Source: an optimization exercise on an open RTL-to-GDS flow (aim: small area). Production flows keep margins and buffers that such runs may drop. The RTL of this run was laid out without a check of its function. Power and IR drop assume default switching activity.

## flow/config.mk

```make
export PLATFORM = sky130hd
export DESIGN_NAME = Matrix_Calculator
export DESIGN_NICKNAME = Matrix_Calculator
export VERILOG_FILES = /design/flow/design.v
export SDC_FILE = /design/flow/constraint.sdc
export NUM_CORES = 4
export LEC_CHECK = 0
export CAP_MARGIN = 20
export CORE_MARGIN = 2
export CORE_UTILIZATION = 45
export PLACE_DENSITY = 0.6
export SLEW_MARGIN = 20
```

## flow/constraint.sdc

```tcl
create_clock -name core_clock -period 10.0 [get_ports {clk}]
set_input_delay 2.0000 -clock core_clock [delete_from_list [all_inputs] [get_ports {clk}]]
set_output_delay 2.0000 -clock core_clock [all_outputs]
set_load 0.01 [all_outputs]
```

## flow/design.v

```verilog
`default_nettype none
module MagComp
  #(parameter WIDTH = 30)
  (output logic AltB, AeqB, AgtB,
   input logic [WIDTH-1:0] A,
   input logic [WIDTH-1:0] B);
  assign AltB= (A<B);
  assign AgtB= (A>B);
  assign AeqB= (A==B);
endmodule
module Adder
  #(parameter WIDTH = 30)
  (output logic [WIDTH:0] S,
   input logic add,
   input logic [WIDTH-1:0] A,
   input logic [WIDTH-1:0] B);
  assign S = add ? A+B : A-B;
endmodule
module Multiplier
  #(parameter WIDTH = 30)
  (output logic [(WIDTH*2)-1:0] S,
   input logic [WIDTH-1:0] A,
   input logic [WIDTH-1:0] B);
  assign S = A*B;
endmodule
module Mux2to1
  #(parameter WIDTH = 30)
  (output logic [WIDTH-1:0]Y,
   input logic S,
   input logic [WIDTH-1:0]I0,
   input logic [WIDTH-1:0]I1);
  assign Y=S?I1:I0;
endmodule
module Register
  #(parameter WIDTH = 3)
  (input logic [WIDTH-1:0] D,
   input logic en, clear,
   input logic clock,
   output logic [WIDTH-1:0] Q);
  always_ff @(posedge clock)
    if (clear)
      Q <= 0;
    else if (en)
      Q <= D;
    else
      Q <= Q;
endmodule
module Counter
  #(parameter WIDTH = 4)
  (input logic clock,
   input logic clear,
   input logic en,
   output logic [WIDTH-1:0] Q);
  always_ff @(posedge clock) begin
    if (clear) begin
      Q <= 0;
    end
    else if (en) begin
      Q <= Q + 1'b1;
    end
    else begin
      Q <= Q;
    end
  end
endmodule
module Synchronizer
  (input logic async,
   input logic clock,
   output logic sync);
  logic tmp1, tmp2;
  assign tmp2 = tmp1;
  always_ff @(posedge clock)
    tmp1 <= async;
  always_ff @(posedge clock)
    sync <= tmp2;
endmodule
module ShiftRegister_8_128 
  (input logic [7:0] data_in,
   input logic en,
   input logic clock, rst,
   output logic [127:0] Q);
  always_ff @(posedge clock) begin
    if (rst) begin
      Q <= 128'b0;
    end
    else if (en) begin
      Q <= {Q[119:0],data_in};
    end
    else begin
      Q <= Q;
    end
  end
endmodule
module ShiftRegister_6_96
  (input logic [5:0] data_in,
   input logic en,
   input logic clock, rst,
   output logic [95:0] Q);
  always_ff @(posedge clock) begin
    if (rst) begin
      Q <= 96'b0;
    end
    else if (en) begin
      Q <= {Q[89:0],data_in};
    end
    else begin
      Q <= Q;
    end
  end
endmodule
module ShiftRegister_48_96
  (input logic [47:0] data_in,
   input logic en,
   input logic clock, rst,
   output logic [95:0] Q);
  always_ff @(posedge clock) begin
    if (rst) begin
      Q <= 96'b0;
    end
    else if (en) begin
      Q <= {Q[47:0],data_in};
    end
    else begin
      Q <= Q;
    end
  end
endmodule
module edge_detector (
    input logic signal,
    input logic clk,
    output logic pulse
);
    logic tmp1;
    always_ff @(posedge clk) begin
        tmp1<=signal;
    end
    assign pulse = (~tmp1)& signal;
endmodule
module ShiftRegister_12_96
  (input logic [11:0] data_in,
   input logic en,
   input logic clock, rst,
   output logic [95:0] Q);
  always_ff @(posedge clock) begin
    if (rst) begin
      Q <= 96'b0;
    end
    else if (en) begin
      Q <= {Q[83:0],data_in};
    end
    else begin
      Q <= Q;
    end
  end
endmodule
module ShiftRegister_20_160
  (input logic [19:0] data_in,
   input logic en,
   input logic clock, rst,
   output logic [159:0] Q);
  always_ff @(posedge clock) begin
    if (rst) begin
      Q <= 160'b0;
    end
    else if (en) begin
      Q <= {Q[149:0],data_in};
    end
    else begin
      Q <= Q;
    end
  end
endmodule
module ShiftRegister_96_96
  (input logic [95:0] data_in,
   input logic en,
   input logic clock, rst,
   output logic [95:0] Q);
  always_ff @(posedge clock) begin
    if (rst) begin
      Q <= 96'b0;
    end
    else if (en) begin
      Q <= data_in;
    end
    else begin
      Q <= Q;
    end
  end
endmodule
module ShiftRegister_160_160
  (input logic [159:0] data_in,
   input logic en,
   input logic clock, rst,
   output logic [159:0] Q);
  always_ff @(posedge clock) begin
    if (rst) begin
      Q <= 160'b0;
    end
    else if (en) begin
      Q <= data_in;
    end
    else begin
      Q <= Q;
    end
  end
endmodule
module ShiftRegister_80_160
  (input logic [79:0] data_in,
   input logic en,
   input logic clock, rst,
   output logic [159:0] Q);
  always_ff @(posedge clock) begin
    if (rst) begin
      Q <= 160'b0;
    end
    else if (en) begin
      Q <= {Q[79:0],data_in};
    end
    else begin
      Q <= Q;
    end
  end
endmodule
module ShiftRegister_40_160
  (input logic [39:0] data_in,
   input logic en,
   input logic clock, rst,
   output logic [159:0] Q);
  always_ff @(posedge clock) begin
    if (rst) begin
      Q <= 160'b0;
    end
    else if (en) begin
      Q <= {Q[119:0],data_in};
    end
    else begin
      Q <= Q;
    end
  end
endmodule
`default_nettype none
module Add_Path(input logic [63:0] mat_A, mat_B,
                input logic clk, rst, add_en,
                input logic sign,
                output logic [159:0] mat_out,
                output logic finish);
    logic shift_en;
    logic [39:0] shift_in;
    logic [4:0] add1_out, add2_out, add3_out, add4_out;
    logic [3:0] add1_in1, add1_in2, add2_in1, add2_in2;
    logic [3:0] add3_in1, add3_in2, add4_in1, add4_in2;
    Adder #(4) add1 (.S(add1_out), .add(~sign), .A(add1_in1), .B(add1_in2));
    Adder #(4) add2 (.S(add2_out), .add(~sign), .A(add2_in1), .B(add2_in2));
    Adder #(4) add3 (.S(add3_out), .add(~sign), .A(add3_in1), .B(add3_in2));
    Adder #(4) add4 (.S(add4_out), .add(~sign), .A(add4_in1), .B(add4_in2));
    assign shift_in[39:30] = {5'b0, add1_out};
    assign shift_in[29:20] = {5'b0, add2_out};
    assign shift_in[19:10] = {5'b0, add3_out};
    assign shift_in[9:0] = {5'b0, add4_out};
    ShiftRegister_40_160 shift1 (.data_in(shift_in), .en(shift_en), .clock(clk), .rst(rst), .Q(mat_out));
    add_fsm fsm (.mat_A(mat_A), .mat_B(mat_B), .clk(clk), .rst(rst), .add_en(add_en),
                 .add1_in1(add1_in1), .add1_in2(add1_in2), .add2_in1(add2_in1), .add2_in2(add2_in2),
                 .add3_in1(add3_in1), .add3_in2(add3_in2), .add4_in1(add4_in1), .add4_in2(add4_in2),
                 .shift_en(shift_en), .finish(finish));
endmodule
module add_fsm (input logic [63:0] mat_A, mat_B,
                input logic clk, rst, add_en,
                output logic [3:0] add1_in1, add1_in2, add2_in1, add2_in2,
                output logic [3:0] add3_in1, add3_in2, add4_in1, add4_in2,
                output logic shift_en, finish);
    logic [3:0] mat_A_1, mat_A_2, mat_A_3, mat_A_4;
    logic [3:0] mat_A_5, mat_A_6, mat_A_7, mat_A_8;
    logic [3:0] mat_A_9, mat_A_10, mat_A_11, mat_A_12;
    logic [3:0] mat_A_13, mat_A_14, mat_A_15, mat_A_16;
    logic [3:0] mat_B_1, mat_B_2, mat_B_3, mat_B_4;
    logic [3:0] mat_B_5, mat_B_6, mat_B_7, mat_B_8;
    logic [3:0] mat_B_9, mat_B_10, mat_B_11, mat_B_12;
    logic [3:0] mat_B_13, mat_B_14, mat_B_15, mat_B_16;
    assign mat_A_1 = mat_A[63:60];
    assign mat_A_2 = mat_A[59:56];
    assign mat_A_3 = mat_A[55:52];
    assign mat_A_4 = mat_A[51:48];
    assign mat_A_5 = mat_A[47:44];
    assign mat_A_6 = mat_A[43:40];
    assign mat_A_7 = mat_A[39:36];
    assign mat_A_8 = mat_A[35:32];
    assign mat_A_9 = mat_A[31:28];
    assign mat_A_10 = mat_A[27:24];
    assign mat_A_11 = mat_A[23:20];
    assign mat_A_12 = mat_A[19:16];
    assign mat_A_13 = mat_A[15:12];
    assign mat_A_14 = mat_A[11:8];
    assign mat_A_15 = mat_A[7:4];
    assign mat_A_16 = mat_A[3:0];
    assign mat_B_1 = mat_B[63:60];
    assign mat_B_2 = mat_B[59:56];
    assign mat_B_3 = mat_B[55:52];
    assign mat_B_4 = mat_B[51:48];
    assign mat_B_5 = mat_B[47:44];
    assign mat_B_6 = mat_B[43:40];
    assign mat_B_7 = mat_B[39:36];
    assign mat_B_8 = mat_B[35:32];
    assign mat_B_9 = mat_B[31:28];
    assign mat_B_10 = mat_B[27:24];
    assign mat_B_11 = mat_B[23:20];
    assign mat_B_12 = mat_B[19:16];
    assign mat_B_13 = mat_B[15:12];
    assign mat_B_14 = mat_B[11:8];
    assign mat_B_15 = mat_B[7:4];
    assign mat_B_16 = mat_B[3:0];
    enum logic [3:0] {S,A1,A2,A3,A4,E} cur_state, n_state;
    always_comb begin
        case(cur_state)
            S: begin
                add1_in1 = 4'b0;
                add1_in2 = 4'b0;
                add2_in1 = 4'b0;
                add2_in2 = 4'b0;
                add3_in1 = 4'b0;
                add3_in2 = 4'b0;
                add4_in1 = 4'b0;
                add4_in2 = 4'b0;
                shift_en = 1'b0;
                finish = 1'b0;
                if(add_en) begin
                    n_state = A1;
                end
                else begin
                    n_state = S;
                end
            end
            A1: begin
                add1_in1 = mat_A_1;
                add1_in2 = mat_B_1;
                add2_in1 = mat_A_2;
                add2_in2 = mat_B_2;
                add3_in1 = mat_A_3;
                add3_in2 = mat_B_3;
                add4_in1 = mat_A_4;
                add4_in2 = mat_B_4;
                shift_en = 1'b1;
                finish = 1'b0;
                n_state = A2;
            end
            A2: begin
                add1_in1 = mat_A_5;
                add1_in2 = mat_B_5;
                add2_in1 = mat_A_6;
                add2_in2 = mat_B_6;
                add3_in1 = mat_A_7;
                add3_in2 = mat_B_7;
                add4_in1 = mat_A_8;
                add4_in2 = mat_B_8;
                shift_en = 1'b1;
                finish = 1'b0;
                n_state = A3;
            end
            A3: begin
                add1_in1 = mat_A_9;
                add1_in2 = mat_B_9;
                add2_in1 = mat_A_10;
                add2_in2 = mat_B_10;
                add3_in1 = mat_A_11;
                add3_in2 = mat_B_11;
                add4_in1 = mat_A_12;
                add4_in2 = mat_B_12;
                shift_en = 1'b1;
                finish = 1'b0;
                n_state = A4;
            end
            A4: begin
                add1_in1 = mat_A_13;
                add1_in2 = mat_B_13;
                add2_in1 = mat_A_14;
                add2_in2 = mat_B_14;
                add3_in1 = mat_A_15;
                add3_in2 = mat_B_15;
                add4_in1 = mat_A_16;
                add4_in2 = mat_B_16;
                shift_en = 1'b1;
                finish = 1'b0;
                n_state = E;
            end
            E: begin
                add1_in1 = 4'b0;
                add1_in2 = 4'b0;
                add2_in1 = 4'b0;
                add2_in2 = 4'b0;
                add3_in1 = 4'b0;
                add3_in2 = 4'b0;
                add4_in1 = 4'b0;
                add4_in2 = 4'b0;
                shift_en = 1'b0;
                finish = 1'b1;
                n_state = E;
            end
            default: begin
                add1_in1 = 4'b0;
                add1_in2 = 4'b0;
                add2_in1 = 4'b0;
                add2_in2 = 4'b0;
                add3_in1 = 4'b0;
                add3_in2 = 4'b0;
                add4_in1 = 4'b0;
                add4_in2 = 4'b0;
                shift_en = 1'b0;
                finish = 1'b0;
                n_state = S;
            end
        endcase
    end
    always_ff @(posedge clk) begin
        if(rst)
            cur_state <= S;
        else
            cur_state <= n_state;
    end
endmodule
`default_nettype none
module Multiply_Path(input logic [63:0] mat_A, mat_B,
                     input logic clk, rst, mult_en,
                     output logic [159:0] mat_out,
                     output logic finish);
    logic [3:0] mult1_in1, mult1_in2;
    logic [7:0] mult1_out;
    logic [3:0] mult2_in1, mult2_in2;
    logic [7:0] mult2_out;
    logic [3:0] mult3_in1, mult3_in2;
    logic [7:0] mult3_out;
    logic [3:0] mult4_in1, mult4_in2;
    logic [7:0] mult4_out;
    logic [3:0] mult5_in1, mult5_in2;
    logic [7:0] mult5_out;
    logic [3:0] mult6_in1, mult6_in2;
    logic [7:0] mult6_out;
    logic [3:0] mult7_in1, mult7_in2;
    logic [7:0] mult7_out;
    logic [3:0] mult8_in1, mult8_in2;
    logic [7:0] mult8_out;
    logic [7:0] add_in1, add_in2, add_in3, add_in4;
    logic [9:0] add_out;
    logic [7:0] add_in5, add_in6, add_in7, add_in8;
    logic [9:0] add_out2;
    logic layer_1_en, layer_2_en;
    Multiplier #(4) mult1(.S(mult1_out),
                          .A(mult1_in1),
                          .B(mult1_in2));
    Multiplier #(4) mult2(.S(mult2_out),
                          .A(mult2_in1),
                          .B(mult2_in2));
    Multiplier #(4) mult3(.S(mult3_out),
                          .A(mult3_in1),
                          .B(mult3_in2));
    Multiplier #(4) mult4(.S(mult4_out),
                          .A(mult4_in1),
                          .B(mult4_in2));
    Multiplier #(4) mult5(.S(mult5_out),
                          .A(mult5_in1),
                          .B(mult5_in2));
    Multiplier #(4) mult6(.S(mult6_out),
                          .A(mult6_in1),
                          .B(mult6_in2));
    Multiplier #(4) mult7(.S(mult7_out),
                          .A(mult7_in1),
                          .B(mult7_in2));
    Multiplier #(4) mult8(.S(mult8_out),
                          .A(mult8_in1),
                          .B(mult8_in2));
    Register #(32) layer_1_reg(.D({mult1_out, mult2_out, mult3_out, mult4_out}),
                               .en(layer_1_en),
                               .clock(clk),
                               .clear(rst),
                               .Q({add_in1, add_in2, add_in3, add_in4}));
    Register #(32) layer_1_2_reg(.D({mult5_out, mult6_out, mult7_out, mult8_out}),
                                 .en(layer_1_en),
                                 .clock(clk),
                                 .clear(rst),
                                 .Q({add_in5, add_in6, add_in7, add_in8}));
    assign add_out = add_in1 + add_in2 + add_in3 + add_in4;
    assign add_out2 = add_in5 + add_in6 + add_in7 + add_in8;
    ShiftRegister_20_160 shift_register(.data_in({add_out, add_out2}),
                                      .en(layer_2_en),
                                      .clock(clk),
                                      .rst(rst),
                                      .Q(mat_out));
    mult_fsm fsm(.mat_A(mat_A),
                 .mat_B(mat_B),
                 .clk(clk),
                 .rst(rst),
                 .mult_en(mult_en),
                 .mult1_in1(mult1_in1),
                 .mult1_in2(mult1_in2),
                 .mult2_in1(mult2_in1),
                 .mult2_in2(mult2_in2),
                 .mult3_in1(mult3_in1),
                 .mult3_in2(mult3_in2),
                 .mult4_in1(mult4_in1),
                 .mult4_in2(mult4_in2),
                 .mult5_in1(mult5_in1),
                 .mult5_in2(mult5_in2),
                 .mult6_in1(mult6_in1),
                 .mult6_in2(mult6_in2),
                 .mult7_in1(mult7_in1),
                 .mult7_in2(mult7_in2),
                 .mult8_in1(mult8_in1),
                 .mult8_in2(mult8_in2),
                 .layer_1_en(layer_1_en),
                 .layer_2_en(layer_2_en),
                 .finish(finish));
endmodule
module mult_fsm(input logic [63:0] mat_A, mat_B,
                input logic clk, rst, mult_en,
                output logic [3:0] mult1_in1, mult1_in2,
                output logic [3:0] mult2_in1, mult2_in2,
                output logic [3:0] mult3_in1, mult3_in2,
                output logic [3:0] mult4_in1, mult4_in2,
                output logic [3:0] mult5_in1, mult5_in2,
                output logic [3:0] mult6_in1, mult6_in2,
                output logic [3:0] mult7_in1, mult7_in2,
                output logic [3:0] mult8_in1, mult8_in2,
                output logic layer_1_en, layer_2_en, finish);
    logic [3:0] mat_A_1, mat_A_2, mat_A_3, mat_A_4;
    logic [3:0] mat_A_5, mat_A_6, mat_A_7, mat_A_8;
    logic [3:0] mat_A_9, mat_A_10, mat_A_11, mat_A_12;
    logic [3:0] mat_A_13, mat_A_14, mat_A_15, mat_A_16;
    logic [3:0] mat_B_1, mat_B_2, mat_B_3, mat_B_4;
    logic [3:0] mat_B_5, mat_B_6, mat_B_7, mat_B_8;
    logic [3:0] mat_B_9, mat_B_10, mat_B_11, mat_B_12;
    logic [3:0] mat_B_13, mat_B_14, mat_B_15, mat_B_16;
    assign mat_A_1 = mat_A[63:60];
    assign mat_A_2 = mat_A[59:56];
    assign mat_A_3 = mat_A[55:52];
    assign mat_A_4 = mat_A[51:48];
    assign mat_A_5 = mat_A[47:44];
    assign mat_A_6 = mat_A[43:40];
    assign mat_A_7 = mat_A[39:36];
    assign mat_A_8 = mat_A[35:32];
    assign mat_A_9 = mat_A[31:28];
    assign mat_A_10 = mat_A[27:24];
    assign mat_A_11 = mat_A[23:20];
    assign mat_A_12 = mat_A[19:16];
    assign mat_A_13 = mat_A[15:12];
    assign mat_A_14 = mat_A[11:8];
    assign mat_A_15 = mat_A[7:4];
    assign mat_A_16 = mat_A[3:0];
    assign mat_B_1 = mat_B[63:60];
    assign mat_B_2 = mat_B[59:56];
    assign mat_B_3 = mat_B[55:52];
    assign mat_B_4 = mat_B[51:48];
    assign mat_B_5 = mat_B[47:44];
    assign mat_B_6 = mat_B[43:40];
    assign mat_B_7 = mat_B[39:36];
    assign mat_B_8 = mat_B[35:32];
    assign mat_B_9 = mat_B[31:28];
    assign mat_B_10 = mat_B[27:24];
    assign mat_B_11 = mat_B[23:20];
    assign mat_B_12 = mat_B[19:16];
    assign mat_B_13 = mat_B[15:12];
    assign mat_B_14 = mat_B[11:8];
    assign mat_B_15 = mat_B[7:4];
    assign mat_B_16 = mat_B[3:0];
    enum logic [4:0] {S,M1,M2A1,M3A2,M4A3,M5A4,M6A5,M7A6,M8A7,A8,E} cur_state, n_state;
    always_comb begin
        case(cur_state)
            S: begin
                mult1_in1 = 4'b0;
                mult1_in2 = 4'b0;
                mult2_in1 = 4'b0;
                mult2_in2 = 4'b0;
                mult3_in1 = 4'b0;
                mult3_in2 = 4'b0;
                mult4_in1 = 4'b0;
                mult4_in2 = 4'b0;
                mult5_in1 = 4'b0;
                mult5_in2 = 4'b0;
                mult6_in1 = 4'b0;
                mult6_in2 = 4'b0;
                mult7_in1 = 4'b0;
                mult7_in2 = 4'b0;
                mult8_in1 = 4'b0;
                mult8_in2 = 4'b0;
                layer_1_en = 1'b0;
                layer_2_en = 1'b0;
                finish = 1'b0;
                if(mult_en)
                    n_state = M1;
                else
                    n_state = S;
            end
            M1: begin
                mult1_in1 = mat_A_1;
                mult1_in2 = mat_B_1;
                mult2_in1 = mat_A_2;
                mult2_in2 = mat_B_5;
                mult3_in1 = mat_A_3;
                mult3_in2 = mat_B_9;
                mult4_in1 = mat_A_4;
                mult4_in2 = mat_B_13;
                mult5_in1 = mat_A_1;
                mult5_in2 = mat_B_2;
                mult6_in1 = mat_A_2;
                mult6_in2 = mat_B_6;
                mult7_in1 = mat_A_3;
                mult7_in2 = mat_B_10;
                mult8_in1 = mat_A_4;
                mult8_in2 = mat_B_14;
                layer_1_en = 1'b1;
                layer_2_en = 1'b0;
                finish = 1'b0;
                n_state = M2A1;
            end
            M2A1: begin
                mult1_in1 = mat_A_1;
                mult1_in2 = mat_B_3;
                mult2_in1 = mat_A_2;
                mult2_in2 = mat_B_7;
                mult3_in1 = mat_A_3;
                mult3_in2 = mat_B_11;
                mult4_in1 = mat_A_4;
                mult4_in2 = mat_B_15;
                mult5_in1 = mat_A_1;
                mult5_in2 = mat_B_4;
                mult6_in1 = mat_A_2;
                mult6_in2 = mat_B_8;
                mult7_in1 = mat_A_3;
                mult7_in2 = mat_B_12;
                mult8_in1 = mat_A_4;
                mult8_in2 = mat_B_16;
                layer_1_en = 1'b1;
                layer_2_en = 1'b1;
                finish = 1'b0;
                n_state = M3A2;
            end
            M3A2: begin
                mult1_in1 = mat_A_5;
                mult1_in2 = mat_B_1;
                mult2_in1 = mat_A_6;
                mult2_in2 = mat_B_5;
                mult3_in1 = mat_A_7;
                mult3_in2 = mat_B_9;
                mult4_in1 = mat_A_8;
                mult4_in2 = mat_B_13;
                mult5_in1 = mat_A_5;
                mult5_in2 = mat_B_2;
                mult6_in1 = mat_A_6;
                mult6_in2 = mat_B_6;
                mult7_in1 = mat_A_7;
                mult7_in2 = mat_B_10;
                mult8_in1 = mat_A_8;
                mult8_in2 = mat_B_14;
                layer_1_en = 1'b1;
                layer_2_en = 1'b1;
                finish = 1'b0;
                n_state = M4A3;
            end
            M4A3: begin
                mult1_in1 = mat_A_5;
                mult1_in2 = mat_B_3;
                mult2_in1 = mat_A_6;
                mult2_in2 = mat_B_7;
                mult3_in1 = mat_A_7;
                mult3_in2 = mat_B_11;
                mult4_in1 = mat_A_8;
                mult4_in2 = mat_B_15;
                mult5_in1 = mat_A_5;
                mult5_in2 = mat_B_4;
                mult6_in1 = mat_A_6;
                mult6_in2 = mat_B_8;
                mult7_in1 = mat_A_7;
                mult7_in2 = mat_B_12;
                mult8_in1 = mat_A_8;
                mult8_in2 = mat_B_16;
                layer_1_en = 1'b1;
                layer_2_en = 1'b1;
                finish = 1'b0;
                n_state = M5A4;
            end
            M5A4: begin
                mult1_in1 = mat_A_9;
                mult1_in2 = mat_B_1;
                mult2_in1 = mat_A_10;
                mult2_in2 = mat_B_5;
                mult3_in1 = mat_A_11;
                mult3_in2 = mat_B_9;
                mult4_in1 = mat_A_12;
                mult4_in2 = mat_B_13;
                mult5_in1 = mat_A_9;
                mult5_in2 = mat_B_2;
                mult6_in1 = mat_A_10;
                mult6_in2 = mat_B_6;
                mult7_in1 = mat_A_11;
                mult7_in2 = mat_B_10;
                mult8_in1 = mat_A_12;
                mult8_in2 = mat_B_14;
                layer_1_en = 1'b1;
                layer_2_en = 1'b1;
                finish = 1'b0;
                n_state = M6A5;
            end
            M6A5: begin
                mult1_in1 = mat_A_9;
                mult1_in2 = mat_B_3;
                mult2_in1 = mat_A_10;
                mult2_in2 = mat_B_7;
                mult3_in1 = mat_A_11;
                mult3_in2 = mat_B_11;
                mult4_in1 = mat_A_12;
                mult4_in2 = mat_B_15;
                mult5_in1 = mat_A_9;
                mult5_in2 = mat_B_4;
                mult6_in1 = mat_A_10;
                mult6_in2 = mat_B_8;
                mult7_in1 = mat_A_11;
                mult7_in2 = mat_B_12;
                mult8_in1 = mat_A_12;
                mult8_in2 = mat_B_16;
                layer_1_en = 1'b1;
                layer_2_en = 1'b1;
                finish = 1'b0;
                n_state = M7A6;
            end
            M7A6: begin
                mult1_in1 = mat_A_13;
                mult1_in2 = mat_B_1;
                mult2_in1 = mat_A_14;
                mult2_in2 = mat_B_5;
                mult3_in1 = mat_A_15;
                mult3_in2 = mat_B_9;
                mult4_in1 = mat_A_16;
                mult4_in2 = mat_B_13;
                mult5_in1 = mat_A_13;
                mult5_in2 = mat_B_2;
                mult6_in1 = mat_A_14;
                mult6_in2 = mat_B_6;
                mult7_in1 = mat_A_15;
                mult7_in2 = mat_B_10;
                mult8_in1 = mat_A_16;
                mult8_in2 = mat_B_14;
                layer_1_en = 1'b1;
                layer_2_en = 1'b1;
                finish = 1'b0;
                n_state = M8A7;
            end
            M8A7: begin
                mult1_in1 = mat_A_13;
                mult1_in2 = mat_B_3;
                mult2_in1 = mat_A_14;
                mult2_in2 = mat_B_7;
                mult3_in1 = mat_A_15;
                mult3_in2 = mat_B_11;
                mult4_in1 = mat_A_16;
                mult4_in2 = mat_B_15;
                mult5_in1 = mat_A_13;
                mult5_in2 = mat_B_4;
                mult6_in1 = mat_A_14;
                mult6_in2 = mat_B_8;
                mult7_in1 = mat_A_15;
                mult7_in2 = mat_B_12;
                mult8_in1 = mat_A_16;
                mult8_in2 = mat_B_16;
                layer_1_en = 1'b1;
                layer_2_en = 1'b1;
                finish = 1'b0;
                n_state = A8;
            end
            A8: begin
                mult1_in1 = 4'b0;
                mult1_in2 = 4'b0;
                mult2_in1 = 4'b0;
                mult2_in2 = 4'b0;
                mult3_in1 = 4'b0;
                mult3_in2 = 4'b0;
                mult4_in1 = 4'b0;
                mult4_in2 = 4'b0;
                mult5_in1 = 4'b0;
                mult5_in2 = 4'b0;
                mult6_in1 = 4'b0;
                mult6_in2 = 4'b0;
                mult7_in1 = 4'b0;
                mult7_in2 = 4'b0;
                mult8_in1 = 4'b0;
                mult8_in2 = 4'b0;
                layer_1_en = 1'b0;
                layer_2_en = 1'b1;
                finish = 1'b0;
                n_state = E;
            end
            E: begin
                mult1_in1 = 4'b0;
                mult1_in2 = 4'b0;
                mult2_in1 = 4'b0;
                mult2_in2 = 4'b0;
                mult3_in1 = 4'b0;
                mult3_in2 = 4'b0;
                mult4_in1 = 4'b0;
                mult4_in2 = 4'b0;
                mult5_in1 = 4'b0;
                mult5_in2 = 4'b0;
                mult6_in1 = 4'b0;
                mult6_in2 = 4'b0;
                mult7_in1 = 4'b0;
                mult7_in2 = 4'b0;
                mult8_in1 = 4'b0;
                mult8_in2 = 4'b0;
                layer_1_en = 1'b0;
                layer_2_en = 1'b0;
                finish = 1'b1;
                n_state = E;
            end
            default: begin
                mult1_in1 = 4'b0;
                mult1_in2 = 4'b0;
                mult2_in1 = 4'b0;
                mult2_in2 = 4'b0;
                mult3_in1 = 4'b0;
                mult3_in2 = 4'b0;
                mult4_in1 = 4'b0;
                mult4_in2 = 4'b0;
                mult5_in1 = 4'b0;
                mult5_in2 = 4'b0;
                mult6_in1 = 4'b0;
                mult6_in2 = 4'b0;
                mult7_in1 = 4'b0;
                mult7_in2 = 4'b0;
                mult8_in1 = 4'b0;
                mult8_in2 = 4'b0;
                layer_1_en = 1'b0;
                layer_2_en = 1'b0;
                finish = 1'b0;
                n_state = S;
            end
        endcase
    end
    always_ff @(posedge clk) begin
        if(rst)
            cur_state <= S;
        else
            cur_state <= n_state;
    end
endmodule
`default_nettype none
module Matrix_Calculator 
    (input logic [7:0] data_in,
     input logic enter, sw,
     input logic [1:0] operation,
     input logic clk, rst,
     output logic [4:0] data_out,
     output logic finish, error,
     output logic [3:0] index);
    logic input_en;
    logic[127:0] input_matrix;
    logic[1:0] input_op;
    logic[159:0] add_output, mul_output;
    logic[159:0] selected_output;
    logic[63:0] input_matrix_A, input_matrix_B;
    logic add_en, mul_en;
    logic add_finish, mul_finish;
    logic switch_pulse, enter_pulse;
    assign input_matrix_A = input_matrix[127:64];
    assign input_matrix_B = input_matrix[63:0];
    ShiftRegister_8_128 shift_register(.data_in(data_in),
                                      .en(enter_pulse && input_en),
                                      .clock(clk),
                                      .rst(rst),
                                      .Q(input_matrix));
    Register #(2) op_reg(.D(operation),
                         .en(enter_pulse && input_en),
                         .clock(clk),
                         .clear(rst),
                         .Q(input_op));
    Mux2to1 #(160) output_mux(.Y(selected_output),
                             .I1(add_output),
                             .I0(mul_output),
                             .S(input_op[1]));
    matrix_calc_fsm fsm(.clk(clk),
                        .rst(rst),
                        .enter(enter_pulse),
                        .add_finish(add_finish),
                        .mul_finish(mul_finish),
                        .finish(finish),
                        .input_op(input_op),
                        .input_en(input_en),
                        .error(error),
                        .mul_en(mul_en),
                        .add_en(add_en));
    Add_Path add_logic(.mat_A(input_matrix_A),
                       .mat_B(input_matrix_B),
                       .clk(clk),
                       .rst(rst),
                       .add_en(add_en),
                       .sign(input_op[0]),
                       .mat_out(add_output),
                       .finish(add_finish));
    Multiply_Path mul_logic(.mat_A(input_matrix_A),
                            .mat_B(input_matrix_B),
                            .clk(clk),
                            .rst(rst),
                            .mult_en(mul_en),
                            .mat_out(mul_output),
                            .finish(mul_finish));
    edge_detector sw_de(.clk(clk),
                        .signal(sw),
                        .pulse(switch_pulse));
    edge_detector ed_de(.clk(clk),
                        .signal(enter),
                        .pulse(enter_pulse));
    logic [4:0] index_count;
    Counter #(5) index_counter(.clock(clk),
                               .clear(rst),
                               .en(finish && switch_pulse),
                               .Q(index_count));
    assign index = index_count[4:1];
    always_comb begin
        case(index_count)
            5'b0000_0: data_out = selected_output[159:155];
            5'b0000_1: data_out = selected_output[154:150];
            5'b0001_0: data_out = selected_output[149:145];
            5'b0001_1: data_out = selected_output[144:140];
            5'b0010_0: data_out = selected_output[139:135];
            5'b0010_1: data_out = selected_output[134:130];
            5'b0011_0: data_out = selected_output[129:125];
            5'b0011_1: data_out = selected_output[124:120];
            5'b0100_0: data_out = selected_output[119:115];
            5'b0100_1: data_out = selected_output[114:110];
            5'b0101_0: data_out = selected_output[109:105];
            5'b0101_1: data_out = selected_output[104:100];
            5'b0110_0: data_out = selected_output[99:95];
            5'b0110_1: data_out = selected_output[94:90];
            5'b0111_0: data_out = selected_output[89:85];
            5'b0111_1: data_out = selected_output[84:80];
            5'b1000_0: data_out = selected_output[79:75];
            5'b1000_1: data_out = selected_output[74:70];
            5'b1001_0: data_out = selected_output[69:65];
            5'b1001_1: data_out = selected_output[64:60];
            5'b1010_0: data_out = selected_output[59:55];
            5'b1010_1: data_out = selected_output[54:50];
            5'b1011_0: data_out = selected_output[49:45];
            5'b1011_1: data_out = selected_output[44:40];
            5'b1100_0: data_out = selected_output[39:35];
            5'b1100_1: data_out = selected_output[34:30];
            5'b1101_0: data_out = selected_output[29:25];
            5'b1101_1: data_out = selected_output[24:20];
            5'b1110_0: data_out = selected_output[19:15];
            5'b1110_1: data_out = selected_output[14:10];
            5'b1111_0: data_out = selected_output[9:5];
            5'b1111_1: data_out = selected_output[4:0];
            default: data_out = 5'b0;
        endcase
    end
endmodule
module matrix_calc_fsm (input logic clk, rst,
                        input logic enter,
                        input logic [1:0] input_op,
                        input logic add_finish, mul_finish,
                        output logic finish,
                        output logic input_en, error,
                        output logic mul_en, add_en);
    enum logic [4:0] {S,S1,S2,S3,S4,S5,S6,S7,S8,
                      S9,S10,S11,S12,S13,S14,S15,S16,
                      M,A,E,F} cur_state, n_state;
    always_comb begin
        case(cur_state)
            S: begin
                input_en = 1'b1;
                error = 1'b0;
                mul_en = 1'b0;
                add_en = 1'b0;
                finish = 1'b0;
                if(enter) begin
                    n_state = S1;
                end
                else begin
                    n_state = S;
                end
            end
            S1: begin
                input_en = 1'b1;
                error = 1'b0;
                mul_en = 1'b0;
                add_en = 1'b0;
                finish = 1'b0;
                if(enter) begin
                    n_state = S2;
                end
                else begin
                    n_state = S1;
                end
            end
            S2: begin
                input_en = 1'b1;
                error = 1'b0;
                mul_en = 1'b0;
                add_en = 1'b0;
                finish = 1'b0;
                if(enter) begin
                    n_state = S3;
                end
                else begin
                    n_state = S2;
                end
            end
            S3: begin
                input_en = 1'b1;
                error = 1'b0;
                mul_en = 1'b0;
                add_en = 1'b0;
                finish = 1'b0;
                if(enter) begin
                    n_state = S4;
                end
                else begin
                    n_state = S3;
                end
            end
            S4: begin
                input_en = 1'b1;
                error = 1'b0;
                mul_en = 1'b0;
                add_en = 1'b0;
                finish = 1'b0;
                if(enter) begin
                    n_state = S5;
                end
                else begin
                    n_state = S4;
                end
            end
            S5: begin
                input_en = 1'b1;
                error = 1'b0;
                mul_en = 1'b0;
                add_en = 1'b0;
                finish = 1'b0;
                if(enter) begin
                    n_state = S6;
                end
                else begin
                    n_state = S5;
                end
            end
            S6: begin
                input_en = 1'b1;
                error = 1'b0;
                mul_en = 1'b0;
                add_en = 1'b0;
                finish = 1'b0;
                if(enter) begin
                    n_state = S7;
                end
                else begin
                    n_state = S6;
                end
            end
            S7: begin
                input_en = 1'b1;
                error = 1'b0;
                mul_en = 1'b0;
                add_en = 1'b0;
                finish = 1'b0;
                if(enter) begin
                    n_state = S8;
                end
                else begin
                    n_state = S7;
                end
            end
            S8: begin
                input_en = 1'b1;
                error = 1'b0;
                mul_en = 1'b0;
                add_en = 1'b0;
                finish = 1'b0;
                if(enter) begin
                    n_state = S9;
                end
                else begin
                    n_state = S8;
                end
            end
            S9: begin
                input_en = 1'b1;
                error = 1'b0;
                mul_en = 1'b0;
                add_en = 1'b0;
                finish = 1'b0;
                if(enter) begin
                    n_state = S10;
                end
                else begin
                    n_state = S9;
                end
            end
            S10: begin
                input_en = 1'b1;
                error = 1'b0;
                mul_en = 1'b0;
                add_en = 1'b0;
                finish = 1'b0;
                if(enter) begin
                    n_state = S11;
                end
                else begin
                    n_state = S10;
                end
            end
            S11: begin
                input_en = 1'b1;
                error = 1'b0;
                mul_en = 1'b0;
                add_en = 1'b0;
                finish = 1'b0;
                if(enter) begin
                    n_state = S12;
                end
                else begin
                    n_state = S11;
                end
            end
            S12: begin
                input_en = 1'b1;
                error = 1'b0;
                mul_en = 1'b0;
                add_en = 1'b0;
                finish = 1'b0;
                if(enter) begin
                    n_state = S13;
                end
                else begin
                    n_state = S12;
                end
            end
            S13: begin
                input_en = 1'b1;
                error = 1'b0;
                mul_en = 1'b0;
                add_en = 1'b0;
                finish = 1'b0;
                if(enter) begin
                    n_state = S14;
                end
                else begin
                    n_state = S13;
                end
            end
            S14: begin
                input_en = 1'b1;
                error = 1'b0;
                mul_en = 1'b0;
                add_en = 1'b0;
                finish = 1'b0;
                if(enter) begin
                    n_state = S15;
                end
                else begin
                    n_state = S14;
                end
            end
            S15: begin
                input_en = 1'b1;
                error = 1'b0;
                mul_en = 1'b0;
                add_en = 1'b0;
                finish = 1'b0;
                if(enter) begin
                    n_state = S16;
                end
                else begin
                    n_state = S15;
                end
            end
            S16: begin
                input_en = 1'b0;
                mul_en = 1'b0;
                add_en = 1'b0;
                finish = 1'b0;
                if (input_op == 2'b00) begin
                    n_state = M;
                    error = 1'b0;
                    mul_en = 1'b1;
                end
                else if (input_op[1] == 1'b1) begin
                    n_state = A;
                    error = 1'b0;
                    add_en = 1'b1;
                end
                else begin
                    n_state = F;
                    error = 1'b1;
                end
            end
            F: begin
                input_en = 1'b0;
                error = 1'b1;
                mul_en = 1'b0;
                add_en = 1'b0;
                finish = 1'b0;
                n_state = F;
            end
            M: begin
                input_en = 1'b0;
                mul_en = 1'b0;
                add_en = 1'b0;
                error = 1'b0;
                if (mul_finish) begin
                    n_state = E;
                    finish = 1'b1;
                end
                else begin
                    n_state = M;
                    finish = 1'b0;
                end
            end
            A: begin
                input_en = 1'b0;
                mul_en = 1'b0;
                add_en = 1'b0;
                error = 1'b0;
                if (add_finish) begin
                    n_state = E;
                    finish = 1'b1;
                end
                else begin
                    n_state = A;
                    finish = 1'b0;
                end
            end
            E: begin
                input_en = 1'b0;
                mul_en = 1'b0;
                add_en = 1'b0;
                error = 1'b0;
                finish = 1'b1;
                n_state = E;
            end
            default: begin
                input_en = 1'b0;
                mul_en = 1'b0;
                add_en = 1'b0;
                error = 1'b0;
                finish = 1'b0;
                n_state = S;
            end
        endcase
    end
    always_ff @(posedge clk) begin
        if(rst)
            cur_state <= S;
        else
            cur_state <= n_state;
    end
endmodule
```

## flow/run.sh

```bash
#!/bin/bash
# synth_recipe.tcl (not shown) runs the flow's synth.tcl, then flattens the netlist and writes it again
# the make line also repeats each setting of config.mk as NAME=value (left out here)
make -C /OpenROAD-flow-scripts/flow DESIGN_CONFIG=/design/flow/config.mk WORK_HOME=/design/flow/orfs CLKGATE_MAP_FILE= SYNTH_SCRIPT=/design/flow/synth_recipe.tcl finish
```

==> flow_summary.yaml <==
finish:
  stdcell_count: 3780
  utilization_pct: 50.2
  num-fill-cells: 5213
  antennaDiodeCount: 0
  finalNetCount: 3268
  area.growth.synth_to_final_pct: 9.75
  drive_above_1_share_pct: 6.49
power_and_ir_drop:
  p_sw_share_pct: 21.7
  cell_internal_pwr_mw: 3.06
  vdd_drop_max_mv: 0.190
  powerDensity_nw_per_um2: 144
  net-switching-power_mw: 0.847
  seq_power_share_pct: 46.4
  power_leakage_nw: 9.85
  comb_power_share_pct: 2.4
  p_clk_share_pct: 51.2
timing:
  fin_worst_skew_ns: 0.0215
  whs_ns: 0.451
  hold_viol: 0
  tns_ns: 0
  period_share_pct: 61.2
  drv_slew: 0
  rsz0062_at_grt: "no"
  fmaxAchievable_mhz: 163
  setup_ws_ns: 3.88
  worstMarginPinSlew_ns: 1.09
  setup_violations: 0
  period_needed_ns: 6.12
  relSlewSlack_pct: 27.2
placed_design:
  io_buffers: 24
  place.gp.congestion: 0.897
  post-dp-hpwl_um: 48200
  post-place-ws_ns: 4.49
  dp_cells: 3687
critical_path:
  reg2reg_to: "mul_logic.layer_1_reg.Q[23]$_SDFFE_PP0N_"
  critPathSlowestCell: "ha_1"
  cpPeakStageDelay_ns: 0.84
  rrSetupSlack_ns: 4.87
  arrival_ns: 4.12
  cp.required_ns: 8.00
  reg2reg_from: "mul_logic.fsm.cur_state[3]$_SDFF_PP0_"
  cp_common_cell: "ha_1"
  cp-end-kind: "output port"
  reg2regPathDepth: 16
  start_kind: "flop"
  cp_cell_sequence: "ha_1, and3_1, ha_1, nor3_1, nand3_1, a211oi_1, a222oi_1, o221ai_1, clkdlybuf4s50_1"
  worstPathMaxFanout: 19
  critPathKind: "flop to output port"
floorplanning:
  die_area_um2: 56900
  die_h_um: 239
  start_util_pct: 45.7
  top_level_ports: 25
  die_x_um: 239
  num_rows: 85
  core_um2: 54100
clock_network:
  cts.clk_slew.worst_paths_ns: 0.06
  cts_tree: "yes"
  clock_sinks: 453
  post_cts_buffers: 0
  max-clock-path-buffers: 3
  cts_made_buffers: 51
  ctsHoldBuffers: 0
  insertion_delay_ns: 0.59
  cts_root_buffer: "clkbuf_16"
  ctsResizeCount: 0
  cts_htree_levels: 2
route:
  initialDrtViolationCount: 1740
  post_drt_wl_per_cell_um: 18.3
  drtAntennaViolNets: 0
  drtPass1Iterations: 5
  vias: 21300
  drc: 0
  viasPerCell: 5.62
  drt_wl_total_um: 69200
grt:
  grt_max_degree: 230
  grtUsageTotal_pct: 24.0
  antenna_found_initial: 0
  grt_pass1_vias: 19900
  grt_pass1_wl_um: 109000
  grt-ovfl-total: 0
worst_hold_path:
  hold_path_depth: 2
  holdPathEnd: "mul_logic.layer_1_reg.Q[6]$_SDFFE_PP0N_"
  hp-class: "flop to flop"
  min_from: "mul_logic.layer_1_reg.Q[6]$_SDFFE_PP0N_"
flow_run:
  cap_violations: 0
synthesis:
  yosys_warnings: 11
  syn_area_per_cell_um2: 7.86
  syn-instance-count: 3148
  yosysSeqAreaShare_pct: 36.6
  ys_types: 70
  async_flop_share_pct: 0
  synth_edf_count: 0
  syn_area_um2: 24700
  synth_ff_type: "dfxtp_1"
  ys_ff_latch: 453
  synth_nets: 3372
status:
  status: "no timing/DRC/antenna violations"
[registers in the layout, summed over array words and instances, names as in the netlist]
signal / count
add_logic.shift1.Q: 80
shift_register.Q: 128
fsm.cur_state: 5
index_counter.Q: 5
sw_de.tmp1: 1
ed_de.tmp1: 1
mul_logic.shift_register.Q: 160
mul_logic.layer_1_reg.Q: 32
add_logic.fsm.cur_state: 3
mul_logic.layer_1_2_reg.Q: 32
mul_logic.fsm.cur_state: 4
op_reg.Q: 2
[kinds of logic (layout without fill, tap and decap cells)]
family	count (synthesis)	count (layout)	synth area share, %
muxes	64	64	2.66
buffers and inverters	339	275	5.38
DFF	453	453	36.6
AOI/OAI and AO/OA	829	829	21.0
xor gates and xnor gates	79	79	2.83
and+or+nand+nor	1174	1174	19.2
adders and majority gates	210	210	12.3
[power by group through the flow]
stage / clock network, mW / registers [mW] / logic, mW
6_report: 2.00 / 1.81 / 0.0923
5_1_grt: 2.10 / 1.81 / 0.101
4_1_cts: 2.04 / 1.81 / 0.0915
3_5_place_dp: 0 / 1.85 / 0.0913
3_3_place_gp: 0 / 1.85 / 0.0904
2_1_floorplan: 0 / 1.85 / 0.0636
[area by class of cell]
cell class | count | area [µm²] | area share (%)
Inverter | 123 | 462 | 1.70
Tap cell | 696 | 871 | 3.21
Sequential cell | 453 | 9070 | 33.4
Timing Repair Buffer | 59 | 524 | 1.93
Clock buffer | 69 | 1450 | 5.35
Clock inverter | 24 | 343 | 1.26
Multi-Input combinational cell | 2356 | 14400 | 53.1
[placed cells by master (no fill, tap or decap), types with 23 or more instances in the layout]
cell type,count
dfxtp_1,452
clkdlybuf4s50_1,23
fa_1,56
or2_2,32
nand2_1,865
o21ai_0,44
a21o_1,27
a21oi_1,476
mux2i_1,50
xnor2_1,40
a22oi_1,73
clkbuf_16,51
buf_4,33
inv_1,123
a211oi_1,28
xor2_1,34
a221oi_1,33
nor2_1,169
ha_1,153
a22o_1,36
[Yosys cell counts (28+ instances only)]
master | n | area, µm²
a22oi_1 | 73 | 548
or2_2 | 32 | 200
o21ai_0 | 44 | 220
a21oi_1 | 476 | 2380
xnor2_1 | 42 | 368
inv_1 | 123 | 462
fa_1 | 56 | 1120
dfxtp_1 | 453 | 9070
xor2_1 | 36 | 315
nor2_1 | 171 | 642
nand2_1 | 867 | 3250
clkbuf_1 | 176 | 661
a22o_1 | 36 | 315
mux2i_1 | 50 | 500
ha_1 | 154 | 1930
a211oi_1 | 28 | 210
a221oi_1 | 33 | 289
[worst max-delay path by stage]
stage	startpoint	endpoint	slack, ns	cells after the start
2_1_floorplan	index_counter.Q[2]$_SDFFE_PP0P_	data_out[2]	5.44	11
3_3_place_gp	index_counter.Q[0]$_SDFFE_PP0P_	data_out[1]	4.54	9
3_5_place_dp	index_counter.Q[2]$_SDFFE_PP0P_	data_out[2]	4.49	8
4_1_cts	index_counter.Q[2]$_SDFFE_PP0P_	data_out[2]	3.87	8
5_1_grt	index_counter.Q[0]$_SDFFE_PP0P_	data_out[1]	3.63	9
6_report	index_counter.Q[1]$_SDFFE_PP0P_	data_out[1]	3.88	9
[layer usage]
metal	vias to the layer above	part of all wire, %	global-route usage, %
met4	0	3.7	9.11
met3	126	4.6	2.58
met1	10100	44	31.7
met5	-	0	0
met2	559	47	40.5
li1	10500	-	-
[worst max-delay path: cells and delay by family (launching register included)]
| kind | cells | cell delay (ns) |
|---|---|---|
| AOI/OAI and AO/OA | 3 | 0.81 |
| buffers and inverters | 1 | 0.53 |
| DFF | 1 | 0.42 |
| and+or+nand+nor | 3 | 0.47 |
| adders and majority gates | 2 | 1.30 |
[through the flow]
step | power [mW] | cell area [µm²]
after detailed placement | 1.94 | 25400
after floorplan | 1.91 | 24700
after CTS | 3.94 | 27200
after global routing | 4.02 | 27200
after global placement | 1.94 | 25400
final | 3.90 | 27200

## what the ideal ports hide
The flow's constraints put no driver on any port. The routed layout listed below was extracted and timed again, unchanged, in two steps.
Step 1, drivers: a clkbuf_16 drives clk and a buf_2 each remaining input, both assumed.
Step 2, shift: input delay + t, output delay - t, t = (earliest + latest rising clock arrival at the registers) / 2. This alone moves slack from input paths to output paths.
Three values: no drivers, after step 1, after step 2; two values: the first two.
shift t [ns]: 0.641
setup slack, ns: 3.876 / 3.818 / 4.459
worst setup path at the end: register to output
worst data-port slew with drivers (ns): 0.08
cell pins on the clock port's net: 1
After both steps setup and hold are still met in this run. For this run, drivers alone change the setup slack by -0.058 ns; drivers and shift together by +0.583 ns.
